Context: an optimization exercise on an open-source flow, tuned for small area. The choices shown serve that exercise and are no tape-out recipe. In this exercise RTL edits were held to simulation tests only and were not proved equivalent to the original. The flow treats the clock pin as an ideal source. Dropping or thinning the clock tree relies on that and would not hold on a real chip. Power and IR drop assume default switching activity.

==> quartz <==
## uart
module uart (
	input clock,             
	input reset,             
	input transmit,          
	input [7:0] dataIn,      
	output txenable,         
	output rxenable,         
	output [7:0] dataOut,    
	output txOutData         
);
==> module transmitter, before the edit <==
module transmitter (
	input clock,
	input reset,
	input tick,
	input transmit,
	input [7:0] txDataIn,
	output reg txDataOut
);
reg [3:0] state;
wire idle = state[3] & state[0];
wire last = state[3] & ~state[0];
always @(posedge clock) begin
	if (reset) begin
		state <= 4'hf;
		txDataOut <= 1'b1;
	end else if (tick & (~idle | transmit)) begin
		state <= (state + 4'd1) | {4{last}};
		txDataOut <= state[3] ? ~idle : txDataIn[state[2:0]];
	end
end
endmodule
==> module receiver, before the edit <==
module receiver (
	input clock,
	input reset,
	input tick,
	input rxDataIn,
	output reg [7:0] rxDataOut
);
localparam [6:0] INV = 7'b0010101;
reg [6:0] qr;
wire [6:0] q = qr ^ INV;
wire idle = ~q[6] & ~q[5];
wire step = tick & ~idle;
wire load = tick & idle & ~rxDataIn;
wire [6:0] qn = q + 7'd1;
wire [6:0] qstep = q + {6'd0, step};
wire sample = step & qn[6] & ~qn[2] & ~qn[1] & ~qn[0];
always @(posedge clock) begin
	if (reset) begin
		qr <= INV;
		rxDataOut <= 8'd0;
	end else begin
		qr <= (qstep | ({7{load}} & 7'd53)) ^ INV;
		if (sample)
			rxDataOut[qn[5:3]] <= rxDataIn;
	end
end
endmodule
Settings: LEC_CHECK=0, CAP_MARGIN=20, CORE_MARGIN=2, CORE_UTILIZATION=40, GPL_TIMING_DRIVEN=0, SLEW_MARGIN=20; clock period 20.0 ns.
standard.sh (not shown) runs the stock make flow with config.mk's settings and CLKGATE_MAP_FILE= SYNTH_SCRIPT=/design/flow/synth_recipe.tcl, a recipe that flattens the netlist after the stock synthesis.
==> flow/flow/run.sh <==
#!/bin/bash
# Own layout flow. The standard synthesis, then the combinational logic
# mapped again for area by ABC, in two ways and with several ABC scripts
# each, keeping the smallest netlist:
#  - resyn.tcl: the standard netlist's logic re-mapped (registers untouched);
#  - hier.tcl: the design synthesized with each module mapped on its own, its
#    registers then given the standard netlist's names by rename_regs.py
#    (used only if the registers pair one to one with the same cell types).
# Then the standard ORFS layout of that netlist, with 1x port buffers (2x on
# reset, gpl_pre.tcl) and a two-buffer clock distribution (cts_pre.tcl).
# Each tool writes its own log in this folder.
set -euo pipefail
W=$PWD
F=$W/flow
bash standard.sh synth > $W/std_synth.log 2>&1
cp $W/orfs/results/$FLOW_PLATFORM/uart/base/1_2_yosys.v $W/std_netlist.v
export LIBFILE=$FLOW_HOME/platforms/sky130hd/lib/sky130_fd_sc_hd__tt_025C_1v80.lib
export DONT_USE_CELLS="$(make -s -C $FLOW_HOME DESIGN_CONFIG=$W/config.mk print-DONT_USE_CELLS 2>/dev/null | sed -n 's/^DONT_USE_CELLS: //p')"
export STD_NETLIST=$W/std_netlist.v DESIGN_FILE=$W/design.v
mkdir -p $W/resyn
for s in $F/area_*.abc; do
  n=$(basename $s .abc)
  (cd $W/resyn && OUT_NETLIST=$W/resyn/flat_$n.v ABC_SCRIPT=$s STAT_FILE=$W/resyn/flat_$n.stat \
    yosys -c $F/resyn.tcl > $W/resyn_flat_$n.log 2>&1) &
  (cd $W/resyn && OUT_NETLIST=$W/resyn/hier_raw_$n.v ABC_SCRIPT=$s STAT_FILE=$W/resyn/hier_$n.stat \
    yosys -c $F/hier.tcl > $W/resyn_hier_$n.log 2>&1 &&
    python3 $F/rename_regs.py $W/std_netlist.v $W/resyn/hier_raw_$n.v $W/resyn/hier_$n.v \
    > $W/rename_hier_$n.log 2>&1 || rm -f $W/resyn/hier_$n.stat) &
done
wait
for f in $W/resyn/*.stat; do
  if [[ -f ${f%.stat}.v ]]; then echo "$(awk '/Chip area/{print $NF}' $f) ${f%.stat}.v"; fi
done | sort -g > $W/resyn_choice.txt
cp "$(head -1 $W/resyn_choice.txt | cut -d' ' -f2)" $W/resyn.v
rm -rf $W/orfs
export SYNTH_NETLIST_FILES=$W/resyn.v
export PRE_GLOBAL_PLACE_TCL=$F/gpl_pre.tcl DONT_BUFFER_PORTS=1 RESET_PORT_NAME=reset GPL_TIMING_DRIVEN=0
export PRE_CTS_TCL=$F/cts_pre.tcl CLOCK_BUF_CELL=sky130_fd_sc_hd__clkbuf_8 CLOCK_BUF_COUNT=2 CLOCK_PORT_NAME=clock
bash standard.sh > $W/layout.log 2>&1
Other scripts of this flow, unchanged in this note and not shown: flow/flow/area_a7.abc, flow/flow/area_m1.abc, flow/flow/area_m4.abc, flow/flow/area_s1.abc, flow/flow/area_s2.abc, flow/flow/area_s3.abc, flow/flow/area_s4.abc, flow/flow/area_s6.abc, flow/flow/cts_pre.tcl, flow/flow/gpl_pre.tcl, flow/flow/hier.tcl, flow/flow/rename_regs.py, flow/flow/resyn.tcl
==> onyx (differences from quartz) <==
--- a/flow/design.v
+++ b/flow/design.v
@@ -48,11 +48,10 @@
 reg [3:0] state;
 wire idle = state[3] & state[0];
-wire last = state[3] & ~state[0];
 always @(posedge clock) begin
 	if (reset) begin
-		state <= 4'hf;
+		state <= 4'd9;
 		txDataOut <= 1'b1;
 	end else if (tick & (~idle | transmit)) begin
-		state <= (state + 4'd1) | {4{last}};
+		state <= (state + 4'd1) & {4{~idle}};
 		txDataOut <= state[3] ? ~idle : txDataIn[state[2:0]];
 	end
@@ -66,7 +65,5 @@
 	output reg [7:0] rxDataOut
 );
-localparam [6:0] INV = 7'b0010101;
-reg [6:0] qr;
-wire [6:0] q = qr ^ INV;
+reg [6:0] q;
 wire idle = ~q[6] & ~q[5];
 wire step = tick & ~idle;
@@ -77,8 +74,8 @@
 always @(posedge clock) begin
 	if (reset) begin
-		qr <= INV;
+		q <= 7'd0;
 		rxDataOut <= 8'd0;
 	end else begin
-		qr <= (qstep | ({7{load}} & 7'd53)) ^ INV;
+		q <= qstep | ({7{load}} & 7'd53);
 		if (sample)
 			rxDataOut[qn[5:3]] <= rxDataIn;
==> summary of the runs <==
quartz finished with timing, DRC and antenna clean. onyx finished with timing, DRC and antenna clean.
Clock power is about the same in onyx and quartz.
Against quartz, the via count of onyx is lower by about 0.7%.
In quartz the cell count is lower than in onyx, by 2.1%.
Between onyx and quartz, the lower power is in onyx (gap about 0.37%, measured against quartz).
In flip-flop and latch count, onyx and quartz do not differ.
Between quartz and onyx, the lower clock skew is in onyx (gap 0.0055 ns).
Between quartz and onyx, the lower synthesized cell count is in quartz (gap 2.9%, measured against onyx).
Against onyx, the register-to-register slack of quartz is higher by 0.17 ns.
Against quartz, the combinational power of onyx is lower by 6.3%.
No run of this note takes its clock network from TritonCTS; it comes from the design's own scripts or RTL.

static timing again, ports no longer ideal:
No port has a modelled driver above. Below, the same layouts with a new extraction and two added sets of constraints.
Step 1 assumes that a clkbuf_16 drives the clock port and a buf_2 every other input.
Step 2, shift: input delay + t, output delay - t, t = (earliest + latest rising clock arrival at the registers) / 2. This alone moves slack from input paths to output paths.
Slacks: ideal ports / drivers / drivers and shift; pairs: ideal ports / drivers.
run	shift t [ns]	setup WS [ns]	hold slack, ns	worst slew at a driven data input, ns
quartz	0.190	14.951 / 14.962 / 14.772	0.400 / 0.400 / 0.400	0.03
onyx	0.192	15.058 / 15.071 / 14.879	0.401 / 0.401 / 0.401	0.03
After both steps setup and hold are still met in every run listed.
